Source: an optimization exercise on an open RTL-to-GDS flow (aim: small area, a short achievable clock period and few clock cycles per item). Production flows keep margins and buffers that such runs may drop.
RTL that was checked went through simulation tests only; none was proved equivalent to the original.

## fpu_top
module fpu_top (
  input logic   clk,
  input logic   reset,
  input logic [15:0] a,
  input logic [15:0] b,
  output logic [15:0] quotient,product,sum,
  input logic start,
  output logic [4:0]  flags,
  output logic valid
);
localparam int K = 6;    
logic [15:0]  prod_d;
logic [11:0]  add_m_d;
logic [4:0]   add_e_d;
logic         add_s_d;
logic         mul_un_d, mul_ov_d;
logic [K-1:0] qhi_d;
logic [10:0]  rem_d;
logic         qsign_d, qov_d, qun_d;
logic [4:0]   qexp_d;
fpu_add_pre add_pre (.x(a), .y(b), .m(add_m_d), .eb(add_e_d), .sb(add_s_d));
fpu_mul_comb mult (.x(a), .y(b), .product(prod_d), .underflag(mul_un_d), .overflag(mul_ov_d));
fpu_div_pre #(.K(K)) div_pre (
    .x(a), .y(b), .qhi(qhi_d), .rem(rem_d), .sign(qsign_d), .exp(qexp_d),
    .overflag(qov_d), .underflag(qun_d)
);
logic [11:0]  add_m_q;
logic [4:0]   add_e_q;
logic         add_s_q, add_exc;
logic [14:0]  prod_q;
logic         mul_un_q, mul_ov_q;
logic [K-1:0] qhi_q;
logic [10:0]  rem_q;
logic [9:0]   fb_q;
logic         qsign_q, qov_q, qun_q;
logic [4:0]   qexp_q;
always_ff @(posedge clk) begin
    if (start) begin
        add_m_q   <= add_m_d;
        add_e_q   <= add_e_d;
        add_s_q   <= add_s_d;
        prod_q    <= prod_d[14:0];
        mul_un_q  <= mul_un_d;
        mul_ov_q  <= mul_ov_d;
        qhi_q     <= qhi_d;
        rem_q     <= rem_d;
        fb_q      <= b[9:0];
        qsign_q   <= qsign_d;
        qexp_q    <= qexp_d;
        qov_q     <= qov_d;
        qun_q     <= qun_d;
    end
end
always_ff @(posedge clk or negedge reset) begin
    if (!reset)
        valid <= 1'b0;
    else if (start)
        valid <= 1'b1;
end
fpu_div_post #(.K(K)) div_post (
    .qhi(qhi_q), .rem(rem_q), .fb(fb_q), .sign(qsign_q), .exp(qexp_q),
    .overflag(qov_q), .underflag(qun_q), .quotient(quotient)
);
fpu_add_post add_post (.m(add_m_q), .eb(add_e_q), .sb(add_s_q), .sum(sum), .exc(add_exc));
assign product = {qsign_q, prod_q};    
assign flags   = {add_exc, qov_q, qun_q, mul_un_q, mul_ov_q};
endmodule
Size in the first run: ~1900 cells after synthesis, roughly 71 flip-flops, about 89 I/O pins, about 13000 µm² of cells after synthesis.
==> module fpu_div_pre, before the edit <==
module fpu_div_pre #(parameter int K = 6) (
    input  logic [15:0]  x,
    input  logic [15:0]  y,
    output logic [K-1:0] qhi,      
    output logic [10:0]  rem,
    output logic         sign,
    output logic [4:0]   exp,
    output logic         overflag,
    output logic         underflag
);
    logic [10:0] ma, mb;
    logic [10:0] r [0:K-1];
    logic signed [6:0] e;
    assign ma = {1'b1, x[9:0]};
    assign mb = {1'b1, y[9:0]};
    assign qhi[K-1] = (ma >= mb);
    assign r[0] = qhi[K-1] ? ma - mb : ma;
    for (genvar i = 1; i < K; i++) begin : g_row
        fpu_div_row row (.r(r[i-1]), .d(mb), .q(qhi[K-1-i]), .rn(r[i]));
    end
    assign rem = r[K-1];
    always_comb begin
        sign = x[15] ^ y[15];
        e = $signed({2'b00, x[14:10]}) - $signed({2'b00, y[14:10]}) + 7'sd14 + (qhi[K-1] ? 7'sd1 : 7'sd0);
        overflag  = (e >= 7'sd31);
        underflag = (e <= 7'sd0);
        exp = e[4:0];
    end
endmodule
==> module fpu_div_post, before the edit <==
module fpu_div_post #(parameter int K = 6) (
    input  logic [K-1:0] qhi,
    input  logic [10:0]  rem,
    input  logic [9:0]   fb,
    input  logic         sign,
    input  logic [4:0]   exp,
    input  logic         overflag,
    input  logic         underflag,
    output logic [15:0]  quotient
);
    logic [10:0] mb;
    logic [11:0] q;
    logic [10:0] r [0:12-K];
    assign mb = {1'b1, fb};
    assign q[11:12-K] = qhi;
    assign r[0] = rem;
    for (genvar i = 1; i <= 12 - K; i++) begin : g_row
        fpu_div_row row (.r(r[i-1]), .d(mb), .q(q[12-K-i]), .rn(r[i]));
    end
    always_comb begin
        if (overflag)
            quotient = {sign, 5'b11111, 10'd0};
        else if (underflag)
            quotient = {sign, 5'b00000, 10'd0};
        else
            quotient = {sign, exp, q[11] ? q[10:1] : q[9:0]};
    end
endmodule
==> module fpu_top, before the edit <==
module fpu_top (
  input logic   clk,
  input logic   reset,
  input logic [15:0] a,
  input logic [15:0] b,
  output logic [15:0] quotient,product,sum,
  input logic start,
  output logic [4:0]  flags,
  output logic valid
);
localparam int K = 6;    
logic [15:0]  prod_d;
logic [11:0]  add_m_d;
logic [4:0]   add_e_d;
logic         add_s_d;
logic         mul_un_d, mul_ov_d;
logic [K-1:0] qhi_d;
logic [10:0]  rem_d;
logic         qsign_d, qov_d, qun_d;
logic [4:0]   qexp_d;
fpu_add_pre add_pre (.x(a), .y(b), .m(add_m_d), .eb(add_e_d), .sb(add_s_d));
fpu_mul_comb mult (.x(a), .y(b), .product(prod_d), .underflag(mul_un_d), .overflag(mul_ov_d));
fpu_div_pre #(.K(K)) div_pre (
    .x(a), .y(b), .qhi(qhi_d), .rem(rem_d), .sign(qsign_d), .exp(qexp_d),
    .overflag(qov_d), .underflag(qun_d)
);
logic [11:0]  add_m_q;
logic [4:0]   add_e_q;
logic         add_s_q, add_exc;
logic [14:0]  prod_q;
logic         mul_un_q, mul_ov_q;
logic [K-1:0] qhi_q;
logic [10:0]  rem_q;
logic [9:0]   fb_q;
logic         qsign_q, qov_q, qun_q;
logic [4:0]   qexp_q;
always_ff @(posedge clk) begin
    if (start) begin
        add_m_q   <= add_m_d;
        add_e_q   <= add_e_d;
        add_s_q   <= add_s_d;
        prod_q    <= prod_d[14:0];
        mul_un_q  <= mul_un_d;
        mul_ov_q  <= mul_ov_d;
        qhi_q     <= qhi_d;
        rem_q     <= rem_d;
        fb_q      <= b[9:0];
        qsign_q   <= qsign_d;
        qexp_q    <= qexp_d;
        qov_q     <= qov_d;
        qun_q     <= qun_d;
    end
end
always_ff @(posedge clk or negedge reset) begin
    if (!reset)
        valid <= 1'b0;
    else if (start)
        valid <= 1'b1;
end
fpu_div_post #(.K(K)) div_post (
    .qhi(qhi_q), .rem(rem_q), .fb(fb_q), .sign(qsign_q), .exp(qexp_q),
    .overflag(qov_q), .underflag(qun_q), .quotient(quotient)
);
fpu_add_post add_post (.m(add_m_q), .eb(add_e_q), .sb(add_s_q), .sum(sum), .exc(add_exc));
assign product = {qsign_q, prod_q};    
assign flags   = {add_exc, qov_q, qun_q, mul_un_q, mul_ov_q};
endmodule
==> flow/config.mk <==
export PLATFORM = sky130hd
export DESIGN_NAME = fpu_top
export DESIGN_NICKNAME = fpu_top
export VERILOG_FILES = /design/flow/design.v
export SDC_FILE = /design/flow/constraint.sdc
export NUM_CORES = 4
export LEC_CHECK = 0
export ABC_AREA = 1
export CAP_MARGIN = 20
export CORE_MARGIN = 2
export CORE_UTILIZATION = 60
export CTS_BUF_LIST = sky130_fd_sc_hd__clkbuf_8
export PLACE_DENSITY = 0.75
export SLEW_MARGIN = 20
==> flow/constraint.sdc <==
create_clock -name core_clock -period 45.0 [get_ports {clk}]
set_input_delay 9.0000 -clock core_clock [delete_from_list [all_inputs] [get_ports {clk}]]
set_output_delay 9.0000 -clock core_clock [all_outputs]
set_load 0.01 [all_outputs]
standard.sh (not shown) runs the stock make flow with config.mk's settings and CLKGATE_MAP_FILE= SYNTH_SCRIPT=/design/flow/synth_recipe.tcl, a recipe that flattens the netlist after the stock synthesis.
==> flow/flow/run.sh <==
#!/bin/bash
# Own flow: the standard layout (standard.sh), with two changes:
#  - synthesis maps the logic with ABC's area-oriented mapper (flow/abc_area.script:
#    strash; dch; map -a) instead of ORFS's ABC script; everything else in synthesis,
#    including flip-flop mapping, flattening and renaming, is the standard flow's own script;
#  - port buffers are sky130_fd_sc_hd__buf_2 cells.
set -euo pipefail
W=$PWD
# ORFS synth.tcl with the ABC script replaced, right after its preamble.
sed "s|^source \$::env(SCRIPTS_DIR)/synth_preamble.tcl\$|&\nset abc_args [lreplace \$abc_args 1 1 $W/flow/abc_area.script]|" \
    "$FLOW_HOME/scripts/synth.tcl" > "$W/own_synth.tcl"
grep -q "own\|abc_area.script" "$W/own_synth.tcl"
sed "s|source \$::env(SCRIPTS_DIR)/synth.tcl|source $W/own_synth.tcl|" synth_recipe.tcl > "$W/own_synth_recipe.tcl"
grep -q own_synth.tcl "$W/own_synth_recipe.tcl"
sed -e "s|SYNTH_SCRIPT=[^ ]*|SYNTH_SCRIPT=$W/own_synth_recipe.tcl 'BUFFER_PORTS_ARGS=-buffer_cell sky130_fd_sc_hd__buf_2' SETUP_SLACK_MARGIN=26|" standard.sh > "$W/own_standard.sh"
grep -q own_synth_recipe.tcl "$W/own_standard.sh"
bash "$W/own_standard.sh" > "$W/own_flow.log" 2>&1
==> flow/flow/abc_area.script <==
strash
dch
map -a
topo
stime -c
Testbench counts at the start, summed over its fixed seeds: cycles 8,000, ops 8,000.
Rerun with:
--- a/flow/design.v
+++ b/flow/design.v
@@ -284,8 +284,8 @@
     end
 endmodule
-module fpu_div_pre #(parameter int K = 6) (
+module fpu_div_pre #(parameter int K = 5) (
     input  logic [15:0]  x,
     input  logic [15:0]  y,
-    output logic [K-1:0] qhi,      
+    output logic [K-1:0] fhi,      
     output logic [10:0]  rem,
     output logic         sign,
@@ -295,17 +295,22 @@
 );
     logic [10:0] ma, mb;
-    logic [10:0] r [0:K-1];
+    logic [11:0] d1;           
+    logic [11:0] d2;           
+    logic        q11;
+    logic [10:0] r [0:K];
     logic signed [6:0] e;
     assign ma = {1'b1, x[9:0]};
     assign mb = {1'b1, y[9:0]};
-    assign qhi[K-1] = (ma >= mb);
-    assign r[0] = qhi[K-1] ? ma - mb : ma;
-    for (genvar i = 1; i < K; i++) begin : g_row
-        fpu_div_row row (.r(r[i-1]), .d(mb), .q(qhi[K-1-i]), .rn(r[i]));
+    assign d1 = {1'b0, ma} - {1'b0, mb};
+    assign d2 = {ma, 1'b0} - {1'b0, mb};
+    assign q11 = ~d1[11];
+    assign r[0] = q11 ? d1[10:0] : d2[10:0];
+    for (genvar i = 1; i <= K; i++) begin : g_row
+        fpu_div_row row (.r(r[i-1]), .d(mb), .q(fhi[K-i]), .rn(r[i]));
     end
-    assign rem = r[K-1];
+    assign rem = r[K];
     always_comb begin
         sign = x[15] ^ y[15];
-        e = $signed({2'b00, x[14:10]}) - $signed({2'b00, y[14:10]}) + 7'sd14 + (qhi[K-1] ? 7'sd1 : 7'sd0);
+        e = $signed({2'b00, x[14:10]}) - $signed({2'b00, y[14:10]}) + 7'sd14 + (q11 ? 7'sd1 : 7'sd0);
         overflag  = (e >= 7'sd31);
         underflag = (e <= 7'sd0);
@@ -313,6 +318,6 @@
     end
 endmodule
-module fpu_div_post #(parameter int K = 6) (
-    input  logic [K-1:0] qhi,
+module fpu_div_post #(parameter int K = 5) (
+    input  logic [K-1:0] fhi,
     input  logic [10:0]  rem,
     input  logic [9:0]   fb,
@@ -324,11 +329,11 @@
 );
     logic [10:0] mb;
-    logic [11:0] q;
-    logic [10:0] r [0:12-K];
+    logic [9:0]  f;
+    logic [10:0] r [0:10-K];
     assign mb = {1'b1, fb};
-    assign q[11:12-K] = qhi;
+    assign f[9:10-K] = fhi;
     assign r[0] = rem;
-    for (genvar i = 1; i <= 12 - K; i++) begin : g_row
-        fpu_div_row row (.r(r[i-1]), .d(mb), .q(q[12-K-i]), .rn(r[i]));
+    for (genvar i = 1; i <= 10 - K; i++) begin : g_row
+        fpu_div_row row (.r(r[i-1]), .d(mb), .q(f[10-K-i]), .rn(r[i]));
     end
     always_comb begin
@@ -338,5 +343,5 @@
             quotient = {sign, 5'b00000, 10'd0};
         else
-            quotient = {sign, exp, q[11] ? q[10:1] : q[9:0]};
+            quotient = {sign, exp, f};
     end
 endmodule
@@ -403,5 +408,5 @@
   output logic valid
 );
-localparam int K = 6;    
+localparam int K = 4;    
 logic [15:0]  prod_d;
 logic [11:0]  add_m_d;
@@ -409,5 +414,5 @@
 logic         add_s_d;
 logic         mul_un_d, mul_ov_d;
-logic [K-1:0] qhi_d;
+logic [K-1:0] fhi_d;
 logic [10:0]  rem_d;
 logic         qsign_d, qov_d, qun_d;
@@ -416,5 +421,5 @@
 fpu_mul_comb mult (.x(a), .y(b), .product(prod_d), .underflag(mul_un_d), .overflag(mul_ov_d));
 fpu_div_pre #(.K(K)) div_pre (
-    .x(a), .y(b), .qhi(qhi_d), .rem(rem_d), .sign(qsign_d), .exp(qexp_d),
+    .x(a), .y(b), .fhi(fhi_d), .rem(rem_d), .sign(qsign_d), .exp(qexp_d),
     .overflag(qov_d), .underflag(qun_d)
 );
@@ -424,5 +429,5 @@
 logic [14:0]  prod_q;
 logic         mul_un_q, mul_ov_q;
-logic [K-1:0] qhi_q;
+logic [K-1:0] fhi_q;
 logic [10:0]  rem_q;
 logic [9:0]   fb_q;
@@ -437,5 +442,5 @@
         mul_un_q  <= mul_un_d;
         mul_ov_q  <= mul_ov_d;
-        qhi_q     <= qhi_d;
+        fhi_q     <= fhi_d;
         rem_q     <= rem_d;
         fb_q      <= b[9:0];
@@ -453,5 +458,5 @@
 end
 fpu_div_post #(.K(K)) div_post (
-    .qhi(qhi_q), .rem(rem_q), .fb(fb_q), .sign(qsign_q), .exp(qexp_q),
+    .fhi(fhi_q), .rem(rem_q), .fb(fb_q), .sign(qsign_q), .exp(qexp_q),
     .overflag(qov_q), .underflag(qun_q), .quotient(quotient)
 );
Non-clock buffer count fell by 13.
Wire length fell by about 3.6%.
Cell area fell by about 2.7%.
Setup slack gets worse by 0.16 ns.
Final cell count fell by 2.0%.
Critical path depth fell by 29.
Clock skew is unchanged.
Area after synthesis fell by about 1.3%.
Register-to-register slack stays flat.
Utilization fell by 1.5 points.
First-iteration DRC count rose by 17%.
Function not checked in the second run of this note: the RTL went through the layout flow alone.

==> separate check: timing with driven ports <==
How much do the figures lean on ideal ports? The routed layouts below were timed once more, with nothing changed but the port constraints.
Step 1 (the two cells are an assumption about what drives the block):
set clk [get_ports {clk}]
set_driving_cell -lib_cell sky130_fd_sc_hd__clkbuf_16 $clk
set_driving_cell -lib_cell sky130_fd_sc_hd__buf_2 [delete_from_list [all_inputs] $clk]
Step 2 also shifts input and output timing later by t, the mid clock arrival at the registers, as if the neighbouring blocks saw the same clock.
a / b / c = no drivers / after step 1 / after step 2; a / b = the first two.
| run | t (ns) | setup slack, ns | worst setup path at the end |
|---|---|---|---|
| the first run | 0.412 | 26.681 / 26.703 / 26.291 | input to register |
| the second run | 0.406 | 26.521 / 26.536 / 26.130 | input to register |
After both steps setup and hold are still met in every run listed. For the second run, which loses most, drivers alone change the setup slack by +0.015 ns; drivers and shift together by -0.391 ns.
